This is an optimization exercise on Yosys and OpenROAD, whose aim is small area, a short achievable clock period and few clock cycles per item, not a production implementation.
The RTL was checked by simulation tests, not by an equivalence proof against the original design.
Power is estimated from default activity; no workload was simulated.

$ cat flow/design.v
`timescale 1ns / 1ps
module Booth_v1 #(parameter WIDTH=32)(clk, rst, start, multiplier, multiplicand, product, done);
    input clk, rst, start;                           
    input [WIDTH-1:0] multiplier, multiplicand;      
    output [2*WIDTH-1:0] product;                    
    output done;                                     
    reg [2*WIDTH-1:0] product;                       
    reg done;                                       
    reg [2:0] state;                                 
    reg [4:0] count;                                 
    reg [WIDTH:0] A;                                 
    reg [WIDTH-1:0] Q, M;                            
    reg Q_1;                                         
    parameter IDLE = 3'b000;                         
    parameter INITIALIZE = 3'b001;                   
    parameter OPERATION = 3'b010;                    
    parameter ADD = 3'b011;                          
    parameter SUBTRACT = 3'b100;                     
    parameter SHIFT_RIGHT = 3'b101;                  
    parameter DONE = 3'b110;                         
    always @( posedge clk)
        begin
            if (rst)
                begin
                    state = IDLE;
                    done = 0;
                end
            else
            case (state)  
            IDLE:
                if (start) state = INITIALIZE;
                else state = IDLE;
            INITIALIZE:
                begin
                    done = 0;
                    A = 0; 
                    Q_1 = 0;  
                    count = WIDTH[4:0];
                    M = multiplicand;
                    Q = multiplier;
                    state = OPERATION;
                end 
            OPERATION:
                begin 
                    case ({Q[0],Q_1})
                    2'b01: 
                        state = ADD;
                    2'b10: 
                        state = SUBTRACT;
                    2'b00,2'b11:
                        state = SHIFT_RIGHT;
                    endcase
                end 
            ADD: 
                begin
                    A = A + {M[WIDTH-1], M};
                    state = SHIFT_RIGHT;
                end
            SUBTRACT: 
                begin 
                    A = A - {M[WIDTH-1], M};
                    state = SHIFT_RIGHT;
                end
            SHIFT_RIGHT: 
                begin
                    {A,Q,Q_1} = {A[WIDTH],A,Q};   
                    count = count - 1;
                    if (count == 0) 
                        state = DONE; 
                    else
                       state= OPERATION;
                end
            DONE:
                if (start)
                    begin
                        done = 0;
                        state = INITIALIZE;
                    end
                else
                    done = 1;
            default: state = IDLE;
            endcase
            product = {A[WIDTH-1:0], Q};  
        end
endmodule 
$ cat flow/run.sh
#!/bin/bash
# synth_recipe.tcl (not shown) runs the flow's synth.tcl, then flattens the netlist and writes it again
# the make line also repeats each setting of config.mk as NAME=value (left out here)
make -C /OpenROAD-flow-scripts/flow DESIGN_CONFIG=/design/flow/config.mk WORK_HOME=/design/flow/orfs CLKGATE_MAP_FILE= SYNTH_SCRIPT=/design/flow/synth_recipe.tcl finish
$ cat flow/config.mk
export PLATFORM = sky130hd
export DESIGN_NAME = Booth_v1
export DESIGN_NICKNAME = Booth_v1
export VERILOG_FILES = /design/flow/design.v
export SDC_FILE = /design/flow/constraint.sdc
export NUM_CORES = 4
export LEC_CHECK = 0
export CAP_MARGIN = 20
export CORE_MARGIN = 2
export CORE_UTILIZATION = 40
export SLEW_MARGIN = 20
$ cat flow/constraint.sdc
create_clock -name core_clock -period 5.0 [get_ports {clk}]
set_input_delay 1.0000 -clock core_clock [delete_from_list [all_inputs] [get_ports {clk}]]
set_output_delay 1.0000 -clock core_clock [all_outputs]
set_load 0.01 [all_outputs]
==> run summary <==
[logic make-up (layout without fill, tap and decap cells)]
kind of cell             after synthesis  count (layout)
AO/OA/AOI/OAI                        191             191
multiplexers                          13              13
flip-flops                           107             107
buffers and inverters                 84             176
adder cells (fa/ha/maj)               36              36
AND/OR/NAND/NOR                      211             211
XOR/XNOR                              54              54
[area by class of cell]
class                   instances  share of cell area
clock buffers                   9              0.0260
clock inverters                 7              0.0120
inverters                      20             0.00866
multi-input cells             505               0.396
flip-flops and latches        107               0.366
well taps                     225              0.0325
repair buffers                140               0.159
[flip-flops by register name, indices dropped and copies added, names as in the netlist]
register,count
M,32
done,1
A,2
product,63
state,3
Q_1,1
count,5
[metrics by stage]
| step | cells | hold WS, ps | worst slack, ps | total power (W) |
|---|---|---|---|---|
| final | 1013 | 574 | 931 | 0.00248 |
| after global routing | 1013 | 599 | 573 | 0.00259 |
| after CTS | 1013 | 581 | 949 | 0.00249 |
| after detailed placement | 997 | 562 | 971 | 0.00168 |
| after global placement | 997 | 553 | 1030 | 0.00168 |
| after floorplan | 696 | 554 | 1500 | 0.00148 |
[metal layers]
layer  part of all wire  track usage
met3              0.064       0.0370
met1               0.45        0.274
met4              0.010       0.0451
met5                  0            0
met2               0.48        0.337
[power groups by stage]
| stage | logic [W] | clock network [W] | registers (W) |
|---|---|---|---|
| 2_1_floorplan | 0.000394 | 0 | 0.00109 |
| 3_3_place_gp | 0.000582 | 0 | 0.00109 |
| 3_5_place_dp | 0.000588 | 0 | 0.00109 |
| 4_1_cts | 0.000589 | 0.000829 | 0.00108 |
| 5_1_grt | 0.000647 | 0.000862 | 0.00108 |
| 6_report | 0.000591 | 0.000810 | 0.00107 |
[synthesized netlist by cell type, types with 7 or more instances]
cell type    n
a21o_1       8
a21oi_1     52
a22o_1      22
a22oi_1      8
buf_4       32
clkbuf_1    28
edfxtp_1   103
ha_1        35
inv_1       20
mux2i_1     12
nand2_1     56
nand3_1     16
nand4_1      9
nor2_1      68
nor2b_1      9
nor3_1      16
o211ai_1     7
o21ai_0     33
xnor2_1     28
xor2_1      26
[worst reg2reg max path: stages, from the launching register on]
cell,delay (ps)
dfxtp_1,340
buf_4,320
nor3b_2,220
buf_4,290
a21oi_1,90
xnor2_1,290
ha_1,360
a21oi_1,230
nand3_1,170
a311oi_2,540
o31ai_2,190
a31oi_1,500
or4_1,200
nand3_1,90
[worst paths after layout]
| path | start | endpoint | slack [ps] |
|---|---|---|---|
| min | product[16]$_DFFE_PP_ | product[15]$_DFFE_PP_ | 570 |
| max reg2reg | state[2]$_SDFFE_PP0N_ | product[61]$_DFFE_PP_ | 930 |
| min reg2reg | product[16]$_DFFE_PP_ | product[15]$_DFFE_PP_ | 570 |
| max | state[2]$_SDFFE_PP0N_ | product[61]$_DFFE_PP_ | 930 |
==> flow_metrics.env <==
export IMPL_fp_coreArea_mm2=0.0172
export IMPL_async_reset_ff_frac=0
export IMPL_synth_top_family_by_area="compound AO/OA/AOI/OAI gates"
export IMPL_cp_end_kind="register"
export IMPL_cp_required_ps=5100
export IMPL_io_pins=132
export IMPL_layout_common_cells="clkdlybuf4s50_1, edfxtp_1, nor2_1, nand2_1, a21oi_1"
export IMPL_synth_compound_area_frac=0.188
export IMPL_synth_area_leaders="edfxtp_1, ha_1, a21oi_1"
export IMPL_cts_buffers=9
export IMPL_routed_wl_um=18600
export IMPL_final_area_mm2=0.00867
export IMPL_path_cells="buf_4 > nor3b_2 > buf_4 > a21oi_1 > xnor2_1 > ha_1 > a21oi_1 > nand3_1 > a311oi_2 > o31ai_2 > a31oi_1 > or4_1 > nand3_1"
export IMPL_cts_resized=0
export IMPL_drt_iter0_drc=410
export IMPL_peakVddDrop_v=0.000211
export IMPL_syn_inst=696
export IMPL_holdPathStages=1
export IMPL_synth_seq_area_share=0.451
export IMPL_synth_fp_nets=799
export IMPL_cts_tree="yes"
export IMPL_setup_viol=0
export IMPL_combPwrFrac=0.239
export IMPL_layout_commonest_cell="clkdlybuf4s50_1"
export IMPL_hold_path_class="reg2reg"
export IMPL_ctsHoldBuffers=0
export IMPL_syn_area_mm2=0.00703
export IMPL_worst_pin_slew_ps=922
export IMPL_synth_seq_cells=107
export IMPL_num_vias=5652
export IMPL_synthAdderAreaFrac=0.0651
export IMPL_grt_max_degree=42
export IMPL_drt_pass1_iter_count=5
export IMPL_crit_cells=13
export IMPL_via_per_inst=5.58
export IMPL_setup_tns_ps=0
export IMPL_synth_edf_count=103
export IMPL_dp_hpwl_um=14000
export IMPL_synth_area_leader_cell="edfxtp_1"
export IMPL_grt_pass1_vias=5443
export IMPL_grt_usage=0.202
export IMPL_synth_cell_types=68
export IMPL_placed_area_mm2=0.00834
export IMPL_yosys_warnings=1
export IMPL_p_leak_nw=3.09
export IMPL_fmax_mhz=246
export IMPL_drc=0
export IMPL_fin_worst_skew_ps=13.0
export IMPL_drv_slew=0
export IMPL_antenna_found_initial=0
export IMPL_post_cts_buffers=0
export IMPL_synth_xor_area_frac=0.0673
export IMPL_hold_violations=0
export IMPL_port_buffers=131
export IMPL_pwr_share_seq=0.434
export IMPL_cts_root_buffer="clkbuf_16"
export IMPL_cts_clk_slew_worst_paths_ps=80
export IMPL_relSlewSlack=0.383
export IMPL_num_rows=48
export IMPL_fin_crit_sh=0.814
export IMPL_nets=886
export IMPL_htreeDepth=3
export IMPL_critPathBufInv=2
export IMPL_path_max_fanout=25
export IMPL_synth_simple_area_share=0.147
export IMPL_dieArea_mm2=0.0187
export IMPL_min_period_ps=4070
export IMPL_multi_input_area_mm2=0.00343
export IMPL_synth_top_area_share=0.440
export IMPL_cp_arrival_ps=4170
export IMPL_grt_overflow=0
export IMPL_rr_worst_depth=13
export IMPL_start_util=0.408
export IMPL_final_util=0.503
export IMPL_ant_nets=0
export IMPL_slowest_delay_ps=540
export IMPL_status="no timing/DRC/antenna violations"
export IMPL_switching_share=0.296
export IMPL_critPathLaunchType="register"
export IMPL_cts_sinks=107
export IMPL_syn2layout_area_growth_pct=23.3
export IMPL_cp_slowest_cell="a311oi_2"
export IMPL_ys_flop_type="edfxtp_1"
export IMPL_pwr_share_clk=0.327
export IMPL_gp_congestion=0.909
export IMPL_avgSynthCellArea_um2=10.1
export IMPL_rsz0062_at_grt="false"
export IMPL_fillers=1547
export IMPL_post_drt_wl_per_cell_um=18.3
export IMPL_antenna_cells=0
export IMPL_p_int_w=0.00174
export IMPL_netSwitchingPower_w=0.000734
export IMPL_path_class="reg2reg"
export IMPL_layout_drive_gt1_share=0.0584
export IMPL_p_per_area_mw_per_mm2=286
export IMPL_clk_latency_ps=360
export IMPL_die_y_um=137
export IMPL_grt_first_pass_wirelength_um=29000
export IMPL_synthMuxAreaShare=0.0187
export IMPL_max_clock_path_buffers=2
export IMPL_maxCapViolCount=0
export IMPL_seqCellArea_mm2=0.00317
export IMPL_crit_family="compound AO/OA/AOI/OAI gates"
export IMPL_chipWidth_um=137
Testbench counts, summed over its fixed seeds: cycles 199,231, items 2,400.

==> static timing again, ports no longer ideal <==
The flow's constraints put no driver on any port. The routed layout listed below was extracted and timed again, unchanged, in two steps.
Step 1: set_driving_cell puts a clkbuf_16 on clk and a buf_2 on each other input, an assumption about the parent block.
Step 2 also shifts input and output timing later by t, the mid clock arrival at the registers, as if the neighbouring blocks saw the same clock.
Three values: ideal ports, drivers, drivers and shift; two values: the first two.
t (ns): 0.393
slack for setup (ns): 0.931 / 0.931 / 0.931
hold WS [ns]: 0.574 / 0.574 / 0.574
pins driven straight from the clock port: 1
After both steps setup and hold are still met in this run. For this run, drivers alone change the setup slack by 0.000 ns; drivers and shift together by 0.000 ns.
